This design comes from an exercise in tuning for small area on the open sky130 flow, not from production work.
Only the layout flow was run in this run; the RTL was not checked for function there.

### design.v
`timescale 1ns / 1ps
module lineBuffer #(
    parameter W = 640
) (
    input  wire         i_clk,
    input  wire         i_rst,
    input  wire [15:0]  i_data,          
    input  wire         i_data_valid,
    output wire [47:0]  o_data,          
    input  wire         i_rd_data
);
    reg [15:0] buffer [W-1:0];
    reg [9:0] write_ptr;  
    reg [9:0] read_ptr;
    always @(posedge i_clk) begin
        if (i_data_valid) begin
            buffer[write_ptr] <= i_data;
        end
    end
    always @(posedge i_clk) begin
        if (i_rst) begin
            read_ptr <= 10'd0;
        end 
        else if (i_rd_data) begin
            read_ptr <= (read_ptr == W - 1) ? 10'd0 : read_ptr + 10'd1;
        end
    end
    always @(posedge i_clk) begin
        if (i_rst) begin
            write_ptr <= 10'd0;
        end 
        else if (i_data_valid) begin
            write_ptr <= (write_ptr == W - 1) ? 10'd0 : write_ptr + 10'd1;
        end
    end
    wire [9:0] rd_ptr1 = (read_ptr >= W - 1) ? read_ptr + 1 - W : read_ptr + 1;
    wire [9:0] rd_ptr2 = (read_ptr >= W - 2) ? read_ptr + 2 - W : read_ptr + 2;
    assign o_data = {buffer[read_ptr], 
                     buffer[rd_ptr1], 
                     buffer[rd_ptr2]};
endmodule
`timescale 1ns / 1ps
module control #(
    parameter W = 640
) (
    input  wire         i_clk,
    input  wire         i_rst,
    input  wire [15:0]  i_pixel,
    input  wire         i_pixel_valid,
    output reg  [143:0] o_pixel,
    output wire         o_pixel_valid
);
    reg [9:0]   pix_write_cnt;     
    reg [9:0]   pix_read_cnt;      
    reg [1:0]   curr_w_buff;       
    reg [1:0]   curr_r_buff;      
    reg         rd_line_buff_en;   
    reg [3:0]   buff_data_valid;  
    reg [3:0]   buff_rd_en;        
    reg [11:0]  total_pix_cnt;    
    localparam IDLE      = 1'b0,
               RD_BUFFER = 1'b1;
    reg rd_state;                  
    assign o_pixel_valid = rd_line_buff_en;
    always @(posedge i_clk) begin
        if (i_rst) begin
            total_pix_cnt <= 12'd0;
        end
        else begin
            if (i_pixel_valid && !rd_line_buff_en) begin
                total_pix_cnt <= total_pix_cnt + 12'd1;
            end
            else if (!i_pixel_valid && rd_line_buff_en) begin
                total_pix_cnt <= total_pix_cnt - 12'd1;
            end
        end
    end
    always @(posedge i_clk) begin
        if (i_rst) begin
            pix_write_cnt <= 10'd0;
        end
        else begin
            if (i_pixel_valid && (pix_write_cnt != W - 1)) begin
                pix_write_cnt <= pix_write_cnt + 10'd1;
            end
            else if (i_pixel_valid && (pix_write_cnt == W - 1)) begin
                pix_write_cnt <= 10'd0;
            end
        end
    end
    always @(posedge i_clk) begin
        if (i_rst) begin
            curr_w_buff <= 2'd0;
        end
        else begin
            if ((pix_write_cnt == W - 1) && i_pixel_valid) begin
                curr_w_buff <= curr_w_buff + 2'd1;
            end
        end
    end
    always @(*) begin
        buff_data_valid = 4'b0000;
        buff_data_valid[curr_w_buff] = i_pixel_valid;
    end
    always @(posedge i_clk) begin
        if (i_rst) begin
            pix_read_cnt <= 10'd0;
        end
        else begin
            if (rd_line_buff_en && (pix_read_cnt != W - 1)) begin
                pix_read_cnt <= pix_read_cnt + 10'd1;
            end
            else if (rd_line_buff_en && (pix_read_cnt == W - 1)) begin
                pix_read_cnt <= 10'd0;
            end
        end
    end
    always @(posedge i_clk) begin
        if (i_rst) begin
            curr_r_buff <= 2'd0;
        end
        else begin
            if ((pix_read_cnt == W - 1) && rd_line_buff_en) begin
                curr_r_buff <= curr_r_buff + 2'd1;
            end
        end
    end
    wire [47:0] buf0_data;
    wire [47:0] buf1_data;
    wire [47:0] buf2_data;
    wire [47:0] buf3_data;
    always @(*) begin
        case (curr_r_buff)
            2'd0: o_pixel = {buf2_data, buf1_data, buf0_data};
            2'd1: o_pixel = {buf3_data, buf2_data, buf1_data};
            2'd2: o_pixel = {buf0_data, buf3_data, buf2_data};
            2'd3: o_pixel = {buf1_data, buf0_data, buf3_data};
        endcase
    end
    always @(posedge i_clk) begin
        if (i_rst) begin
            rd_state       <= IDLE;
            rd_line_buff_en <= 1'b0;
        end
        else begin
            case (rd_state)
                IDLE: begin
                    if (total_pix_cnt >= 3 * W) begin
                        rd_line_buff_en <= 1'b1;
                        rd_state        <= RD_BUFFER;
                    end
                end
                RD_BUFFER: begin
                    if (pix_read_cnt == W - 1) begin
                        rd_state       <= IDLE;
                        rd_line_buff_en <= 1'b0;
                    end
                end
            endcase
        end
    end
    always @(*) begin
        case (curr_r_buff)
            2'd0: begin
                buff_rd_en[0] = rd_line_buff_en;
                buff_rd_en[1] = rd_line_buff_en;
                buff_rd_en[2] = rd_line_buff_en;
                buff_rd_en[3] = 1'b0;
            end
            2'd1: begin
                buff_rd_en[0] = 1'b0;
                buff_rd_en[1] = rd_line_buff_en;
                buff_rd_en[2] = rd_line_buff_en;
                buff_rd_en[3] = rd_line_buff_en;
            end
            2'd2: begin
                buff_rd_en[0] = rd_line_buff_en;
                buff_rd_en[1] = 1'b0;
                buff_rd_en[2] = rd_line_buff_en;
                buff_rd_en[3] = rd_line_buff_en;
            end
            2'd3: begin
                buff_rd_en[0] = rd_line_buff_en;
                buff_rd_en[1] = rd_line_buff_en;
                buff_rd_en[2] = 1'b0;
                buff_rd_en[3] = rd_line_buff_en;
            end
        endcase
    end
    lineBuffer #(.W(W)) buf0 (
        .i_clk       (i_clk),
        .i_rst       (i_rst),
        .i_data      (i_pixel),
        .i_data_valid(buff_data_valid[0]),
        .o_data      (buf0_data),
        .i_rd_data   (buff_rd_en[0])
    );
    lineBuffer #(.W(W)) buf1 (
        .i_clk       (i_clk),
        .i_rst       (i_rst),
        .i_data      (i_pixel),
        .i_data_valid(buff_data_valid[1]),
        .o_data      (buf1_data),
        .i_rd_data   (buff_rd_en[1])
    );
    lineBuffer #(.W(W)) buf2 (
        .i_clk       (i_clk),
        .i_rst       (i_rst),
        .i_data      (i_pixel),
        .i_data_valid(buff_data_valid[2]),
        .o_data      (buf2_data),
        .i_rd_data   (buff_rd_en[2])
    );
    lineBuffer #(.W(W)) buf3 (
        .i_clk       (i_clk),
        .i_rst       (i_rst),
        .i_data      (i_pixel),
        .i_data_valid(buff_data_valid[3]),
        .o_data      (buf3_data),
        .i_rd_data   (buff_rd_en[3])
    );
endmodule
`timescale 1ns / 1ps
module gaussian #
(
    parameter SUM_ALL_KERNAL = 16,
    parameter IMG_W = 640,
    parameter IMG_H = 480
) (
    input               d_clk,
    input               rst,
    input               valid_in,   
    input [143:0]       RGB_data,
    output [17:0]       bram_addr,
    output reg          valid_out,      
    output reg [15:0]   convolved_rgb   
);
    integer i, out_c, in_c;
    reg multValid, sumValid;
    reg [7:0] base_kernel [8:0];
    wire [7:0] kernel [2:0][8:0];
    reg [15:0] mult [2:0][8:0];
    reg [19:0] sum_out [2:0];
    reg [19:0] r_out;
    reg [19:0] g_out;
    reg [19:0] b_out;
    generate
        genvar k, g;
        for (k = 0; k < 3; k = k + 1) begin : init_kernel
            for (g = 0; g < 9; g = g + 1) begin : init_elements
                assign kernel[k][g] = (g == 4) ? 8'd4 :
                                      (g == 1 || g == 3 || g == 5 || g == 7) ? 8'd2 : 8'd1;
            end
        end
    endgenerate
    always @(posedge d_clk) begin : extract_rgb
        for (in_c = 0; in_c < 3; in_c = in_c + 1) begin
            for (i = 0; i < 9; i = i + 1) begin
                case (in_c)
                    0: mult[in_c][i] <= kernel[in_c][i] * RGB_data[143 - (i*16) -:5];  
                    1: mult[in_c][i] <= kernel[in_c][i] * RGB_data[138 - (i*16) -:6];  
                    2: mult[in_c][i] <= kernel[in_c][i] * RGB_data[132 - (i*16) -:5];  
                endcase
            end
        end
        multValid <= rst ? 1'b0 : valid_in;
    end
    always @(*) begin
        for (out_c = 0; out_c < 3; out_c = out_c + 1) begin
            sum_out[out_c] = 0;
            for (i = 0; i < 9; i = i + 1) begin
                sum_out[out_c] = sum_out[out_c] + mult[out_c][i];
            end
        end
    end
    always @(posedge d_clk) begin
            r_out <= sum_out[0];
            g_out <= sum_out[1];
            b_out <= sum_out[2];
            sumValid <= rst ? 1'b0 : multValid;
    end
    wire [4:0] r_norm = (r_out / SUM_ALL_KERNAL) > 31 ? 8'd31 : (r_out / SUM_ALL_KERNAL);
    wire [5:0] g_norm = (g_out / SUM_ALL_KERNAL) > 63 ? 8'd63 : (g_out / SUM_ALL_KERNAL);
    wire [4:0] b_norm = (b_out / SUM_ALL_KERNAL) > 31 ? 8'd31 : (b_out / SUM_ALL_KERNAL);
    always @(posedge d_clk) begin
        convolved_rgb <= {r_norm, g_norm, b_norm};
        valid_out <= rst ? 1'b0 : sumValid;
    end
    reg [18:0] filter_addr_ctr;
    assign bram_addr = filter_addr_ctr[18:1];
    always @(posedge d_clk) begin
        if (rst || filter_addr_ctr == IMG_W * IMG_H - 1) begin
            filter_addr_ctr <= 19'd0;
        end
        else if (valid_out == 1) begin
            filter_addr_ctr <= filter_addr_ctr + 19'd1;
        end
    end
endmodule
`timescale 1ns / 1ps
module sobel #
(
    parameter SUM_ALL_KERNAL = 0,
    parameter IMG_W = 640,
    parameter IMG_H = 480
) (
    input               d_clk,
    input               rst,
    input               valid_in,   
    input [143:0]       RGB_data,
    output [17:0]       bram_addr,
    output reg          valid_out,      
    output reg [15:0]   convolved_rgb   
);
    integer i, out_c, in_c;
    reg multValid, sumValid;
    reg [7:0] base_kernel [8:0];
    wire signed [7:0] kernel [2:0][8:0];
    wire signed [7:0] kernel1 [2:0][8:0];
    reg signed [15:0] mult [2:0][8:0];
    reg signed [15:0] mult1 [2:0][8:0];
    reg signed [19:0] sum_out [2:0];
    reg signed [19:0] sum_out1 [2:0];
    reg signed [19:0] r_out;
    reg signed [19:0] g_out;
    reg signed [19:0] b_out;
    generate
        genvar k, g;
        for (k = 0; k < 3; k = k + 1) begin : init_kernel
            for (g = 0; g < 9; g = g + 1) begin : init_elements
                assign kernel[k][g]  = (g == 0 || g == 6) ? -8'sd1 : (g == 3) ? -8'sd2 :
                                       (g == 2 || g == 8) ? 8'sd1 : (g == 5) ? 8'sd2 : 8'sd0;
                assign kernel1[k][g] = (g == 0 || g == 2) ? 8'sd1 : (g == 1) ? 8'sd2 :
                                       (g == 6 || g == 8) ? -8'sd1 : (g == 7) ? -8'sd2 : 8'sd0;
            end
        end
    endgenerate
    always @(posedge d_clk) begin : extract_rgb
        for (in_c = 0; in_c < 3; in_c = in_c + 1) begin
            for (i = 0; i < 9; i = i + 1) begin
                case (in_c)
                    0: begin mult[in_c][i] <= kernel[in_c][i] * RGB_data[143 - (i*16) -:5];  
                    mult1[in_c][i] <= kernel1[in_c][i] * RGB_data[143 - (i*16) -:5];
                    end
                    1: begin mult[in_c][i] <= kernel[in_c][i] * RGB_data[138 - (i*16) -:6];  
                    mult1[in_c][i] <= kernel1[in_c][i] * RGB_data[138 - (i*16) -:6];
                    end
                    2: begin mult[in_c][i] <= kernel[in_c][i] * RGB_data[132 - (i*16) -:5];  
                    mult1[in_c][i] <= kernel1[in_c][i] * RGB_data[132 - (i*16) -:5];
                    end
                endcase
            end
        end
        multValid <= rst ? 1'b0 : valid_in;
    end
    always @(*) begin
        for (out_c = 0; out_c < 3; out_c = out_c + 1) begin
            sum_out[out_c] = 0;
            sum_out1[out_c] = 0;
            for (i = 0; i < 9; i = i + 1) begin
                sum_out[out_c] = sum_out[out_c] + mult[out_c][i];
                sum_out1[out_c] = sum_out1[out_c] + mult1[out_c][i];
            end
        end
    end
    always @(posedge d_clk) begin
            r_out <= sum_out[0] + sum_out1[0];
            g_out <= sum_out[1] + sum_out1[1];
            b_out <= sum_out[2] + sum_out1[2];
            sumValid <= rst ? 1'b0 : multValid;
    end
    wire [4:0] r_norm = (r_out) > 10000 ? 8'd31 : 8'd0;
    wire [5:0] g_norm = (g_out) > 10000 ? 8'd63 : 8'd0;
    wire [4:0] b_norm = (b_out) > 10000 ? 8'd31 : 8'd0;
    always @(posedge d_clk) begin
        convolved_rgb <= {r_norm, g_norm, b_norm};
        valid_out <= rst ? 1'b0 : sumValid;
    end
    reg [18:0] filter_addr_ctr;
    assign bram_addr = filter_addr_ctr[18:1];
    always @(posedge d_clk) begin
        if (rst || filter_addr_ctr == IMG_W * IMG_H - 1) begin
            filter_addr_ctr <= 19'd0;
        end
        else if (valid_out == 1) begin
            filter_addr_ctr <= filter_addr_ctr + 19'd1;
        end
    end
endmodule
`timescale 1ns / 1ps
module img_proc_top(
    input           i_clk,
    input           someport, 
    input           i_data_valid,
    input [11:0]    pixel_in,
    output          o_data_valid,
    output [17:0]   o_waddr,
    output [11:0]   o_data,
    input [2:0]     filter_sel
);
    localparam IMG_W = 32;
    localparam IMG_H = 24;
    wire [143:0] pixel_data;
    wire pixel_data_valid;
    wire [15:0] data_out;
    wire [15:0] gaussian_out;
    wire [15:0] sobel_out;
    wire [17:0] gaussian_addr;
    wire [17:0] sobel_addr;
    wire gaussian_we;
    wire sobel_we;   
    wire [3:0]  r_out = data_out[14:11];
    wire [3:0]  g_out = data_out[8:5];
    wire [3:0]  b_out = data_out[3:0];
    assign o_data  = {r_out, g_out, b_out};
    wire [3:0] r_in = pixel_in[11:8];
    wire [3:0] g_in = pixel_in[7:4];
    wire [3:0] b_in = pixel_in[3:0];
    wire [15:0] data_in;
    wire [11:0] pixel_out;
    wire [13:0] weighted_sum;   
    assign weighted_sum = (299 * r_in) + (587 * g_in) + (114 * b_in);
    wire [7:0] gray_8bit = weighted_sum / 1000;
    wire [3:0] gray_4bit;
    assign gray_4bit = (gray_8bit > 8'd15) ? 4'd15 : gray_8bit[3:0];
    assign data_in = (filter_sel == 3'd2) ? {1'b0, r_in, 2'b0,g_in, 1'b0, b_in} :
                      (filter_sel == 3'd3) ? {1'b0, gray_4bit, 2'b0, gray_4bit, 1'b0, gray_4bit} :
                                 15'b0;
    control #(
        .W(IMG_W)
    ) u_control(
        .i_clk(i_clk),
        .i_rst(someport),
        .i_pixel(data_in),
        .i_pixel_valid(i_data_valid),
        .o_pixel(pixel_data),
        .o_pixel_valid(pixel_data_valid)
    );
    gaussian #(
        .SUM_ALL_KERNAL(16),
        .IMG_W(IMG_W),
        .IMG_H(IMG_H)
    ) u_gaussian(
        .d_clk(i_clk),
        .rst(someport),
        .valid_in(pixel_data_valid),
        .RGB_data(pixel_data),
        .bram_addr(gaussian_addr),
        .valid_out(gaussian_we),
        .convolved_rgb(gaussian_out)
    );
    sobel #(
        .SUM_ALL_KERNAL(0),
        .IMG_W(IMG_W),
        .IMG_H(IMG_H)
    ) u_sobel(
        .d_clk(i_clk),
        .rst(someport),
        .valid_in(pixel_data_valid),
        .RGB_data(pixel_data),
        .bram_addr(sobel_addr),
        .valid_out(sobel_we),
        .convolved_rgb(sobel_out)
    );
    assign data_out = (filter_sel == 3'd2) ? gaussian_out :
                      (filter_sel == 3'd3) ? sobel_out :
                                 16'b0;
    assign o_waddr = (filter_sel == 3'd2) ? gaussian_addr :
                     (filter_sel == 3'd3) ? sobel_addr :
                                18'b0; 
    assign o_data_valid = (filter_sel == 3'd2) ? gaussian_we :
                          (filter_sel == 3'd3) ? sobel_we :
                                     1'b0; 
endmodule
### run.sh
#!/bin/bash
# synth_recipe.tcl (not shown) runs the flow's synth.tcl, then flattens the netlist and writes it again
# the make line also repeats each setting of config.mk as NAME=value (left out here)
make -C /OpenROAD-flow-scripts/flow DESIGN_CONFIG=/design/flow/config.mk WORK_HOME=/design/flow/orfs CLKGATE_MAP_FILE= SYNTH_SCRIPT=/design/flow/synth_recipe.tcl finish
### constraint.sdc
create_clock -name core_clock -period 10.0 [get_ports {i_clk}]
set_input_delay 2.0000 -clock core_clock [delete_from_list [all_inputs] [get_ports {i_clk}]]
set_output_delay 2.0000 -clock core_clock [all_outputs]
set_load 0.01 [all_outputs]
### config.mk
export PLATFORM = sky130hd
export DESIGN_NAME = img_proc_top
export DESIGN_NICKNAME = img_proc_top
export VERILOG_FILES = /design/flow/design.v
export SDC_FILE = /design/flow/constraint.sdc
export NUM_CORES = 4
export LEC_CHECK = 0
export CAP_MARGIN = 20
export CORE_MARGIN = 2
export CORE_UTILIZATION = 40
export SLEW_MARGIN = 20
==> metrics.yaml <==
crit_type: "in -> reg"
wl_met2_um: 171000
hold_depth: 0
path_common_cell: "ha_1"
relSlewSlack_pct: 18.8
crit_path_top_delay_cell: "fa_1"
wl_met3_um: 42100
ys.warnings.count: 10
synth_area_leaders: "edfxtp_1 (38%), mux4_2 (27%), dfxtp_1 (8.9%)"
r2r_slack_ns: 2.21
setup_viol: 0
htreeDepth: 4
reg2reg_from: "u_control.buf2.read_ptr[1]$_SDFFE_PP0P_"
tns_ns: 0
cp-start-kind: "primary input"
worstHoldStart: "u_gaussian.b_out[7]$_DFF_P_"
drive_above_1_share_pct: 28.6
clock_latency_ns: 0.92
drtPass1Iterations: 7
skew_ns: 0.0405
ys_seq_elements: 2075
syn_area_per_cell_um2: 15.5
r2r_end: "u_sobel.mult1[19][12]$_DFF_P_"
grt_pass1_wl_um: 529000
min_period_ns: 9.34
period_share_pct: 93.4
synth_edf_count: 1536
drc: 0
cts_resized: 0
cts_sinks: 2075
top_layer: "met4"
start_util_pct: 40.1
cp.required_ns: 10.73
ant_nets: 0
dieArea_um2: 308000
vias: 75600
max_cap_viol_count: 0
fin_nets: 8894
holdPathEnd: "u_gaussian.convolved_rgb[3]$_DFF_P_"
syn-instance-count: 7811
core_um2: 302000
die_w_um: 555
fmax_mhz: 107
yosys.area.top_type: "edfxtp_1"
synth_top_area_share_pct: 38.0
ys_types: 94
gp_congestion: 0.849
numCtsBuffers: 231
die_y_um: 555
crit_arrival_ns: 10.07
seq_area_um2: 57000
grt_setup_unrepaired: "false"
cts_tree: "built"
multi_input_area_um2: 61100
max_stage_delay_ns: 0.63
routed_wirelength_um: 366000
wl_met1_um: 138000
drt_iter0_drc: 9369
synth_nets: 8694
ys_seq_area_share_pct: 46.9
grt_pass1_vias: 75400
post_cts_buffers: 0
syn_area_um2: 121000
min_path_type: "reg -> reg"
dp_hpwl_um: 245000
avgRoutedWirePerCell_um: 30.0
dominantRegCellSynth: "edfxtp_1"
syn2layout_area_growth_pct: 12.8
final_hold_viol_count: 0
row_count: 202
antenna_found_initial: 10
rr_worst_depth: 21
worst-slew-pin-transition_ns: 1.18
io_buffers: 48
cp_max_fo: 16
final_util_pct: 45.3
pin_count: 49
clockBufferDepth: 4
synthArstFlopShare_pct: 0
holdBufCountCts: 0
vias_per_cell: 6.20
root_buffer: "clkbuf_16"
drv_slew: 0
clkSlewWorstSetupHoldPaths_ns: 0.06
gr-total-overflow: 0
grt_max_degree: 147
gr-usage-all-layers_pct: 23.6
n_fill_cell: 26000
outcome: "finished clean"
worstSetupEndpointType: "flop"
==> cell type report <==
type                       instances  share of cell area [%]
multi-input combinational       4681                    44.7
antenna                            7                  0.0128
clock inverter                   128                    1.01
sequential                      2075                    41.6
inverter                         613                    1.69
tap                             3978                    3.64
clock buffer                     306                    4.67
timing repair buffer             409                    2.68
==> cell usage in the layout (no fill, tap or decap), types with 20 or more instances in the layout <==
master and instances:
o21ai_0 76, o41ai_1 26, nor2b_1 42, a22o_1 28, and3_1 20, nor2_1 557
clkinv_1 27, buf_12 38, nor2_2 27, bufinv_16 23, nand2b_1 35, buf_4 324
o21bai_1 41, ha_1 502, edfxtp_1 1536, xor2_1 130, mux2i_1 140, clkbuf_1 49
a21oi_1 245, nor3_1 98, nand3_1 70, dfxtp_1 519, mux4_2 1440, clkbuf_16 239
xnor2_1 166, nand4_1 36, or3_1 23, o22ai_1 70, clkinv_2 42, nand2_1 189
fa_1 347, a21o_1 86, inv_1 606, clkdlybuf4s50_1 47
==> Yosys cell counts (9+ instances only) <==
master	instances
a21o_1	95
nand3_1	70
nand2_1	189
nor2b_1	43
o22ai_1	70
or3_1	23
o21bai_1	41
or4_1	9
buf_2	14
nand2b_1	35
a22o_1	28
and3_1	20
clkbuf_1	264
buf_1	160
ha_1	517
a21oi_1	248
edfxtp_1	1536
nor3_1	98
fa_1	348
o21a_1	17
xnor2_1	172
xor2_1	144
inv_1	608
o21ai_0	77
nand3b_1	12
o41ai_1	35
nand4_1	36
and2_1	17
mux4_2	1440
dfxtp_1	539
nor2_1	588
mux2i_1	156
==> worst max-delay path, delay by kind of cell <==
family	cells	cell delay (ns)
compound gates	12	2.81
xor+xnor	1	0.14
fa+ha+maj	9	3.11
buf+inv	3	0.98
mux	1	0.35
simple gates	4	0.63
==> per-layer routing <==
metal  global-route usage [%]  up-vias
li1                         -    31000
met1                     31.1    39400
met2                     37.3     4508
met3                     6.64      749
met4                     8.58        0
met5                        0        -
==> state kept, by name, summed over array words and instances (netlist names), 12 cells and up, named ones only <==
name and cells:
u_gaussian.filter_addr_ctr 19, u_control.total_pix_cnt 12, u_control.buf3.buffer 384, u_sobel.r_out 17, u_sobel.g_out 17, u_control.buf1.buffer 384
u_control.buf0.buffer 384, u_gaussian.convolved_rgb 12, u_sobel.b_out 17, u_gaussian.mult 39, u_sobel.mult1 122, u_sobel.filter_addr_ctr 19
u_control.buf2.buffer 384, u_sobel.mult 121
==> logic make-up (layout without fill, tap and decap cells) <==
family / Yosys count / in the layout / share of synthesized area, %
fa+ha+maj: 865 / 865 / 11.1
mux: 1603 / 1603 / 28.1
other cells: 0 / 7 / 0
simple gates: 1179 / 1179 / 4.41
xor+xnor: 317 / 317 / 2.29
flops: 2075 / 2075 / 46.9
compound gates: 717 / 717 / 3.93
buf+inv: 1055 / 1456 / 3.30
==> per-stage QoR <==
step	cells	setup WS, ns	hold WS [ns]	cell area, µm²
after global routing	12200	0.210	0.329	137000
final	12200	0.662	0.325	137000
after global placement	11800	-0.154	0.312	129000
after detailed placement	11800	-0.224	0.314	129000
after CTS	12200	0.671	0.328	137000
after floorplan	7811	-2.63	0.310	121000
==> worst max path at each step <==
stage	slack [ns]	endpoint	startpoint	depth (start not counted)
finish	0.66	u_control.buf0.buffer[3][12]$_DFFE_PP_	pixel_in[1]	30
CTS	0.67	u_control.buf0.buffer[3][12]$_DFFE_PP_	pixel_in[1]	30
global route	0.21	u_control.buf0.buffer[3][12]$_DFFE_PP_	pixel_in[1]	30
detailed placement	-0.22	u_control.buf0.buffer[4][12]$_DFFE_PP_	pixel_in[1]	29
global placement	-0.15	u_control.buf0.buffer[8][12]$_DFFE_PP_	pixel_in[1]	31
floorplan	-2.63	u_control.buf0.buffer[0][0]$_DFFE_PP_	pixel_in[1]	29

==> static timing again, ports no longer ideal <==
No port has a modelled driver above. Below, the same layout with a new extraction and two added sets of constraints.
Step 1: set_driving_cell puts a clkbuf_16 on i_clk and a buf_2 on each other input, an assumption about the parent block.
Step 2, shift: input delay + t, output delay - t, t = (earliest + latest rising clock arrival at the registers) / 2. This alone moves slack from input paths to output paths.
a / b / c = ideal ports / drivers / drivers and shift; a / b = the first two.
shift t [ns]: 0.992
slack for setup (ns): 0.662 / 0.733 / -0.259
worst register clock-pin slew, ns: 0.07 / 0.07
With both steps, setup timing fails in this run, where it was met with ideal ports. For this run, drivers alone change the setup slack by +0.071 ns; drivers and shift together by -0.921 ns.
